This is an optimization exercise on Yosys and OpenROAD, whose aim is small area, not a production implementation.
Function was checked by simulation only, so behaviour that the tests miss may differ from the original.
Power is estimated from default activity; no workload was simulated.

xenon:
==> flow/design.v (excerpt) <==
module fpu(input logic clk,
           input logic [2:0] op,
           input logic [31:0] x1,
           input logic [31:0] x2,
           output logic [31:0] y);
For scale: ~2400 cells after synthesis, ~100 I/O pins.
Settings: LEC_CHECK=0, CAP_MARGIN=20, CORE_MARGIN=2, CORE_UTILIZATION=40, CTS_BUF_LIST=sky130_fd_sc_hd__clkbuf_8, SLEW_MARGIN=20, SYNTH_HIERARCHICAL=1; clock period 10.0 ns.
standard.sh (not shown) runs the stock make flow with config.mk's settings and CLKGATE_MAP_FILE= SYNTH_SCRIPT=/design/flow/synth_recipe.tcl, a recipe that flattens the netlist after the stock synthesis.
==> flow/flow/run.sh <==
#!/bin/bash
# The standard layout, with the port buffers that placement inserts
# made sky130_fd_sc_hd__buf_2 (the standard flow picks a larger buffer).
set -euo pipefail
export BUFFER_PORTS_ARGS="-buffer_cell sky130_fd_sc_hd__buf_2"
bash standard.sh > standard.log 2>&1
Relative to xenon, the following input files were edited for maple:
==> flow/flow/run.sh <==
#!/bin/bash
# The standard layout, with the port buffers that placement inserts
# made sky130_fd_sc_hd__buf_1 (the standard flow picks a larger buffer).
set -euo pipefail
export BUFFER_PORTS_ARGS="-buffer_cell sky130_fd_sc_hd__buf_1"
bash standard.sh > standard.log 2>&1
diff --git a/flow/config.mk b/flow/config.mk
--- a/flow/config.mk
+++ b/flow/config.mk
@@ -9,4 +9,5 @@
 export CORE_MARGIN = 2
-export CORE_UTILIZATION = 40
+export CORE_UTILIZATION = 65
 export CTS_BUF_LIST = sky130_fd_sc_hd__clkbuf_8
+export PLACE_DENSITY = 0.75
 export SLEW_MARGIN = 20
==> notes.md <==
maple vs xenon, end point of the critical path: y[8] vs y[9]. maple vs xenon on well tap count: maple is the lower one. maple vs. xenon: count of plain and timing-repair buffers saw an increase, routed wire length lost about 4.6%, setup slack after layout shows a reduction of 96 ps, wire length per cell after detailed routing climbed about 3%. In the flow results for maple and xenon, the width of the chip is smaller on maple. Part of the power in the clock network | maple above xenon.
What harbor does differently from maple at the input level:
diff --git a/flow/config.mk b/flow/config.mk
--- a/flow/config.mk
+++ b/flow/config.mk
@@ -9,5 +9,4 @@
 export CORE_MARGIN = 2
-export CORE_UTILIZATION = 65
+export CORE_UTILIZATION = 40
 export CTS_BUF_LIST = sky130_fd_sc_hd__clkbuf_8
-export PLACE_DENSITY = 0.75
 export SLEW_MARGIN = 20
Findings:
- Having completed the whole flow, harbor delivered a layout that passed the timing, DRC and antenna checks.
- Multi-input gate share of total cell area in harbor is 1.2 points lower than in maple
- harbor ends up with a total power of the final layout that is 0.15 mW higher than in maple.
- Number of clock-tree buffers in the layout: lower on harbor
- Growth of design area from synthesis to finish (lower): maple
Relative to harbor, the following input files were edited for quartz:
diff --git a/flow/config.mk b/flow/config.mk
--- a/flow/config.mk
+++ b/flow/config.mk
@@ -11,2 +11,3 @@
 export CTS_BUF_LIST = sky130_fd_sc_hd__clkbuf_8
+export GPL_TIMING_DRIVEN = 0
 export SLEW_MARGIN = 20
## What came out
Compared with harbor, quartz shows a overall routed net length that is 5.7% higher. quartz has less setup slack than harbor. From quartz to harbor, final setup violation count did not move at all. harbor → quartz: total power went up, met2 routed wirelength climbed 1700 um, wire length of the first global-routing pass up about 4.4%, area growth from synthesis to layout rose by 3.0 points.


oak:
Another version of the RTL of fpu (not shown whole).
Size: roughly 2500 cells after synthesis.
export LEC_CHECK = 0
export CAP_MARGIN = 20
export CORE_MARGIN = 2
export CORE_UTILIZATION = 40
export SLEW_MARGIN = 20
export SYNTH_HIERARCHICAL = 1
create_clock -name core_clock -period 10.0 [get_ports {clk}]
==> flow/flow/run.sh <==
#!/bin/bash
# The standard layout, with the port buffers that placement inserts
# made sky130_fd_sc_hd__buf_1 (the standard flow picks a larger buffer).
set -euo pipefail
export BUFFER_PORTS_ARGS="-buffer_cell sky130_fd_sc_hd__buf_1"
bash standard.sh > standard.log 2>&1
oak finished end to end and its layout was clean on timing, DRC and antenna.
## Diff of input files: pine against oak
==> flow/run.sh (new file) <==
#!/bin/bash
# synth_recipe.tcl (not shown) runs the flow's synth.tcl, then flattens the netlist and writes it again
# the make line also repeats each setting of config.mk as NAME=value (left out here)
make -C /OpenROAD-flow-scripts/flow DESIGN_CONFIG=/design/flow/config.mk WORK_HOME=/design/flow/orfs CLKGATE_MAP_FILE= SYNTH_SCRIPT=/design/flow/synth_recipe.tcl finish
removed: flow/flow/run.sh
removed: flow/standard.sh
[summary]
pine finished all stages; the layout is clean.
Post-route clock period utilization: oak vs pine — no meaningful difference
When pine is set beside oak, its post-route standard cell area excluding fillers turns out to be 720 um2 larger.
Measured against each other, pine and oak differ in post-layout utilization of the core, the higher figure coming from pine.
Minimum hold slack essentially unchanged between pine and oak.
From pine to oak, sequential cell count did not move at all.

[re-timing with driven ports]
In the flow no input, the clock included, has a driving cell. The finished layouts below were timed again as built, in two steps. Step 1, drivers: a clkbuf_16 drives clk and a buf_2 each remaining input, both assumed. Step 2 adds t to the input delays and takes it off the output delays; t is the mean of the earliest and latest rising clock arrival at the registers after step 1. Input paths then give back, and output paths get back, about the clock's delay inside the block. a / b / c = no drivers / after step 1 / after step 2; a / b = the first two.
run	t (ns)	setup slack, ns	worst setup path at the end	clock arrival spread, ns
xenon	0.463	1.020 / 0.987 / 1.356	register to register	0.018 / 0.018
maple	0.480	0.924 / 0.883 / 1.168	register to register	0.011 / 0.011
harbor	0.468	1.098 / 1.061 / 1.504	register to register	0.014 / 0.013
quartz	0.465	0.719 / 0.676 / 0.877	input to register	0.013 / 0.012
oak	0.449	1.111 / 1.075 / 1.171	register to register	0.010 / 0.009
pine	0.444	1.124 / 1.089 / 1.222	input to register	0.010 / 0.010
After both steps every run listed still meets setup and hold.
